Context: an optimization exercise on an open-source flow, tuned for small area and a short achievable clock period. The choices shown serve that exercise and are no tape-out recipe.
Where RTL was checked, it was by simulation tests only, not by an equivalence proof against the original.

Design izhneuron_verilog, start of the top module:
module izhneuron_verilog(clk, rst, en, WE, Addr, AER_BUS, Weight, spike_out);
Settings: LEC_CHECK=0, CAP_MARGIN=20, CORE_MARGIN=2, CORE_UTILIZATION=60, SLEW_MARGIN=20; clock period 21.0 ns.
standard.sh (not shown) runs the stock make flow with config.mk's settings and CLKGATE_MAP_FILE= SYNTH_SCRIPT=/design/flow/synth_recipe.tcl, a recipe that flattens the netlist after the stock synthesis.
==> flow/flow/run.sh <==
#!/bin/bash
set -e
cp standard.sh standard.sh.log
export SETUP_SLACK_MARGIN=${FLOW_SETUP_MARGIN:-12}
export BUFFER_PORTS_ARGS="-buffer_cell sky130_fd_sc_hd__buf_2"
bash standard.sh synth > synth.log 2>&1
R=orfs/results/sky130hd/izhneuron_verilog/base
cp $R/1_2_yosys.v yosys_netlist_before_polar.v.log
python3 flow/polar.py $R/1_2_yosys.v $R/1_2_yosys.polar.v > polar.log 2>&1
mv $R/1_2_yosys.polar.v $R/1_2_yosys.v
rm -f $R/1_synth.odb
bash standard.sh > standard.log 2>&1
Other scripts of this flow, unchanged in this note and not shown: flow/flow/polar.py
The starting point finished with timing, DRC and antenna clean.
Then changed:
--- a/flow/flow/run.sh
+++ b/flow/flow/run.sh
@@ -3,3 +3,3 @@
 cp standard.sh standard.sh.log
-export SETUP_SLACK_MARGIN=${FLOW_SETUP_MARGIN:-12}
+export SETUP_SLACK_MARGIN=${FLOW_SETUP_MARGIN:-12.3}
 export BUFFER_PORTS_ARGS="-buffer_cell sky130_fd_sc_hd__buf_2"
--- a/flow/config.mk
+++ b/flow/config.mk
@@ -9,3 +9,3 @@
 export CORE_MARGIN = 2
-export CORE_UTILIZATION = 60
+export CORE_UTILIZATION = 40
 export SLEW_MARGIN = 20
Result:
- The changed run passed the timing, DRC and antenna checks
- routed wire length went up by 1.3%
- clock-buffer cell count went down by 2
- maximum frequency went up by 1.0%
Then changed:
--- a/flow/flow/run.sh
+++ b/flow/flow/run.sh
@@ -3,3 +3,3 @@
 cp standard.sh standard.sh.log
-export SETUP_SLACK_MARGIN=${FLOW_SETUP_MARGIN:-12.3}
+export SETUP_SLACK_MARGIN=${FLOW_SETUP_MARGIN:-12}
 export BUFFER_PORTS_ARGS="-buffer_cell sky130_fd_sc_hd__buf_2"
--- a/flow/config.mk
+++ b/flow/config.mk
@@ -10,2 +10,4 @@
 export CORE_UTILIZATION = 40
+export CTS_CLUSTER_DIAMETER = 100
+export CTS_CLUSTER_SIZE = 30
 export SLEW_MARGIN = 20
Outcome:
- via count hardly moves
- core utilization drops by 1.3 points
- wire length climbs by about 1.4%
- hold slack barely changes
- die area is unchanged
- final cell count drops by about 1.1%
- clock skew stays flat
Then changed:
--- a/flow/flow/run.sh
+++ b/flow/flow/run.sh
@@ -3,3 +3,3 @@
 cp standard.sh standard.sh.log
-export SETUP_SLACK_MARGIN=${FLOW_SETUP_MARGIN:-12}
+export SETUP_SLACK_MARGIN=${FLOW_SETUP_MARGIN:-11.9}
 export BUFFER_PORTS_ARGS="-buffer_cell sky130_fd_sc_hd__buf_2"
--- a/flow/config.mk
+++ b/flow/config.mk
@@ -10,4 +10,2 @@
 export CORE_UTILIZATION = 40
-export CTS_CLUSTER_DIAMETER = 100
-export CTS_CLUSTER_SIZE = 30
 export SLEW_MARGIN = 20
=> Worst setup slack degrades by 0.23 ns. Via count drops by 1.3%. Clock-buffer cell count climbs by 1. Die area is unchanged.

* * *

== red ==
Another version of the RTL of izhneuron_verilog (not shown whole).
Size: about 1100 cells after synthesis, about 110 flip-flops, ~24 I/O pins, about 10000 sq um of cells after synthesis.
Settings: LEC_CHECK=0, CAP_MARGIN=20, CORE_MARGIN=2, CORE_UTILIZATION=40, SLEW_MARGIN=20; clock period 21.0 ns.
==> flow/flow/run.sh <==
#!/bin/bash
cp standard.sh standard.sh.log
export SETUP_SLACK_MARGIN=${FLOW_SETUP_MARGIN:-13}
export BUFFER_PORTS_ARGS="-buffer_cell sky130_fd_sc_hd__buf_2"
bash standard.sh > standard.log 2>&1
Here is what was changed in the inputs of blue compared with red.
==> flow/flow/run.sh <==
#!/bin/bash
cp standard.sh standard.sh.log
export SETUP_SLACK_MARGIN=${FLOW_SETUP_MARGIN:-11}
export BUFFER_PORTS_ARGS="-buffer_cell sky130_fd_sc_hd__buf_2"
bash standard.sh > standard.log 2>&1
Findings:
blue reached the final stage; the timing, DRC and antenna checks on its layout passed. The via count reported for blue is lower than the one for red. NOTE: final critical-path share of the clock period in blue exceeds that of red. Per the comparison of blue with red, global route total overflow held steady, transition time at the pin with the least slew margin shrank by 110 ps, cell count shrank by about 4%.
Setup changes, blue to green
==> flow/flow/run.sh <==
#!/bin/bash
cp standard.sh standard.sh.log
export SETUP_SLACK_MARGIN=${FLOW_SETUP_MARGIN:-12}
export BUFFER_PORTS_ARGS="-buffer_cell sky130_fd_sc_hd__buf_2"
bash standard.sh > standard.log 2>&1
## What came out
Post-route non-filler standard cell count, green and blue, lower one = blue. Relative to blue, the transition time at the pin with the least slew margin of green is lower by 210 ps.
No run of this note included a check of the RTL's function; only the layout flow was run.

* * *

RTL: one of the versions met above, not the one the previous note started from.
For scale: about 760 cells after synthesis, roughly 24 I/O pins, about 8400 µm² of cells after synthesis.
Settings: LEC_CHECK=0, CAP_MARGIN=20, CORE_MARGIN=2, CORE_UTILIZATION=40, SLEW_MARGIN=20; clock period 21.0 ns.
==> flow/flow/run.sh <==
#!/bin/bash
set -e
cp standard.sh standard.sh.log
export SETUP_SLACK_MARGIN=${FLOW_SETUP_MARGIN:-12}
export BUFFER_PORTS_ARGS="-buffer_cell sky130_fd_sc_hd__buf_2"
export CTS_ARGS="-sink_clustering_enable -repair_clock_nets -sink_buffer_max_cap_derate 0.02"
bash standard.sh synth > synth.log 2>&1
R=orfs/results/sky130hd/izhneuron_verilog/base
cp $R/1_2_yosys.v yosys_netlist_before_polar.v.log
python3 flow/polar.py $R/1_2_yosys.v $R/1_2_yosys.polar.v > polar.log 2>&1
mv $R/1_2_yosys.polar.v $R/1_2_yosys.v
rm -f $R/1_synth.odb
bash standard.sh > standard.log 2>&1
Other scripts of this flow, unchanged in this note and not shown: flow/flow/polar.py
Rerun with:
--- a/flow/flow/run.sh
+++ b/flow/flow/run.sh
@@ -4,5 +4,4 @@
 export SETUP_SLACK_MARGIN=${FLOW_SETUP_MARGIN:-12}
 export BUFFER_PORTS_ARGS="-buffer_cell sky130_fd_sc_hd__buf_2"
-export CTS_ARGS="-sink_clustering_enable -repair_clock_nets -sink_buffer_max_cap_derate 0.02"
 bash standard.sh synth > synth.log 2>&1
 R=orfs/results/sky130hd/izhneuron_verilog/base
Result: The new run finished with timing, DRC and antenna clean; via count is lower by 2.1%; clock-buffer cell count stays the same; global-route usage is about the same; cell count shrinks by 1.4%; synthesized area is unchanged.
Rerun with:
- PLACE_DENSITY: unset -> 0.75
After rerunning: Worst setup slack is worse by 0.10 ns. Cell count hardly moves.
Rerun with:
- CTS_BUF_LIST: unset -> sky130_fd_sc_hd__clkbuf_4 sky130_fd_sc_hd__clkbuf_8
- CTS_CLUSTER_SIZE: unset -> 8
- PLACE_DENSITY: 0.75 -> unset
- The changed run produced a clean layout
- area after synthesis does not change
- final cell count is higher by about 1.1%
- fmax grows by about 1.2%
- final area shrinks by 0.32%
- routed wire length is higher by 4.9%
- synthesized cell count is unchanged
- via count drops by 0.88%
- non-clock buffer count rose by 12
- global-route usage rose by 0.76 points

* * *

## v6
Starting RTL as in the previous note.
export LEC_CHECK = 0
export CAP_MARGIN = 20
export CORE_MARGIN = 2
export CORE_UTILIZATION = 40
export SLEW_MARGIN = 20
create_clock -name core_clock -period 21.0 [get_ports {clk}]
==> flow/flow/run.sh <==
#!/bin/bash
set -e
cp standard.sh standard.sh.log
export SETUP_SLACK_MARGIN=${FLOW_SETUP_MARGIN:-11.8}
export BUFFER_PORTS_ARGS="-buffer_cell sky130_fd_sc_hd__buf_2"
bash standard.sh synth > synth.log 2>&1
R=orfs/results/sky130hd/izhneuron_verilog/base
cp $R/1_2_yosys.v yosys_netlist_before_polar.v.log
python3 flow/polar.py $R/1_2_yosys.v $R/1_2_yosys.polar.v > polar.log 2>&1
mv $R/1_2_yosys.polar.v $R/1_2_yosys.v
rm -f $R/1_synth.odb
bash standard.sh > standard.log 2>&1
Other scripts of this flow, unchanged in this note and not shown: flow/flow/polar.py
v6: all stages complete, timing, DRC and antenna checks passed
Changes in v7 relative to v6:
Settings: an added PLACE_DENSITY of 0.5.
diff --git a/flow/flow/run.sh b/flow/flow/run.sh
--- a/flow/flow/run.sh
+++ b/flow/flow/run.sh
@@ -2,5 +2,5 @@
 set -e
 cp standard.sh standard.sh.log
-export SETUP_SLACK_MARGIN=${FLOW_SETUP_MARGIN:-11.8}
+export SETUP_SLACK_MARGIN=${FLOW_SETUP_MARGIN:-12}
 export BUFFER_PORTS_ARGS="-buffer_cell sky130_fd_sc_hd__buf_2"
 bash standard.sh synth > synth.log 2>&1
- The final area in v7 was higher than what v6 gave.
- Global-route wire length before repair deteriorates in v7 relative to v6.
- Taking v6 as the reference, in v7 cell count now larger, post-cts repair resize count now larger.

* * *

izhneuron_verilog, a different RTL version from the one above (not shown whole).
Size: ~750 cells after synthesis, about 24 I/O pins, ~8600 um^2 of cells after synthesis.
==> flow/config.mk <==
export PLATFORM = sky130hd
export DESIGN_NAME = izhneuron_verilog
export DESIGN_NICKNAME = izhneuron_verilog
export VERILOG_FILES = /design/flow/design.v
export SDC_FILE = /design/flow/constraint.sdc
export NUM_CORES = 4
export LEC_CHECK = 0
export CAP_MARGIN = 20
export CORE_MARGIN = 2
export CORE_UTILIZATION = 40
export SLEW_MARGIN = 20
==> flow/constraint.sdc <==
create_clock -name core_clock -period 21.0 [get_ports {clk}]
set_input_delay 4.2000 -clock core_clock [delete_from_list [all_inputs] [get_ports {clk}]]
set_output_delay 4.2000 -clock core_clock [all_outputs]
set_load 0.01 [all_outputs]
==> flow/flow/run.sh <==
#!/bin/bash
set -e
cp standard.sh standard.sh.log
export SETUP_SLACK_MARGIN=${FLOW_SETUP_MARGIN:-12}
export BUFFER_PORTS_ARGS="-buffer_cell sky130_fd_sc_hd__buf_2"
bash standard.sh synth > synth.log 2>&1
R=orfs/results/sky130hd/izhneuron_verilog/base
cp $R/1_2_yosys.v yosys_netlist_before_polar.v.log
python3 flow/polar.py $R/1_2_yosys.v $R/1_2_yosys.polar.v > polar.log 2>&1
mv $R/1_2_yosys.polar.v $R/1_2_yosys.v
rm -f $R/1_synth.odb
bash standard.sh > standard.log 2>&1
Other scripts of this flow, unchanged in this note and not shown: flow/flow/polar.py
Then changed:
Settings changed: CTS_BUF_LIST set to sky130_fd_sc_hd__clkbuf_8, CTS_CLUSTER_SIZE set to 10.
Global-route usage shrinks by 0.12 points. Count of clock-buffer cells in the layout decreases by 3. Flip-flop and latch count does not change. Worst setup slack loses 0.0060 ns. Clock skew rises by 0.0079 ns. Utilization stays flat. Register-to-register slack hardly moves. Worst hold slack improves by 0.0045 ns.

separate check: timing with driven ports:
Ports are ideal in the flow. The routed layouts listed here were re-timed in OpenROAD. Step 1 sets driving cells, clkbuf_16 on the clock port and buf_2 on the other inputs (assumed; they add their load-dependent delay and slew). Step 2 adds t to the input delays and takes it off the output delays; t is the mean of the earliest and latest rising clock arrival at the registers after step 1. Input paths then give back, and output paths get back, about the clock's delay inside the block. Three values: no drivers, after step 1, after step 2; two values: the first two.
run	shift t [ns]	slack for setup (ns)	slew at the worst register clock pin (ns)	cell pins on the clock port's net
the first run of note 1	0.380	12.034 / 12.016 / 12.016	0.07 / 0.07	1
the second run of note 1	0.383	12.124 / 12.083 / 12.145	0.07 / 0.07	1
the third run of note 1	0.395	12.183 / 12.162 / 12.089	0.08 / 0.08	1
the fourth run of note 1	0.397	11.956 / 11.932 / 11.932	0.08 / 0.08	1
red	0.406	11.264 / 11.222 / 11.629	0.09 / 0.09	1
blue	0.402	11.180 / 11.137 / 11.083	0.09 / 0.09	1
green	0.402	11.280 / 11.239 / 11.641	0.09 / 0.09	1
the first run of note 3	0.422	12.198 / 12.178 / 12.118	0.11 / 0.11	1
the second run of note 3	0.395	12.183 / 12.162 / 12.089	0.08 / 0.08	1
the third run of note 3	0.393	12.081 / 12.055 / 12.035	0.08 / 0.08	1
the fourth run of note 3	0.420	12.190 / 12.165 / 12.082	0.11 / 0.11	1
v6	0.397	11.955 / 11.931 / 11.931	0.08 / 0.08	1
v7	0.385	12.065 / 12.038 / 11.969	0.07 / 0.07	1
the first run of note 5	0.394	12.042 / 12.021 / 11.999	0.08 / 0.08	1
the second run of note 5	0.419	12.036 / 12.015 / 12.015	0.11 / 0.11	1
After both steps every run listed still meets setup and hold. For the fourth run of note 3, which loses most, drivers alone change the setup slack by -0.025 ns; drivers and shift together by -0.108 ns.
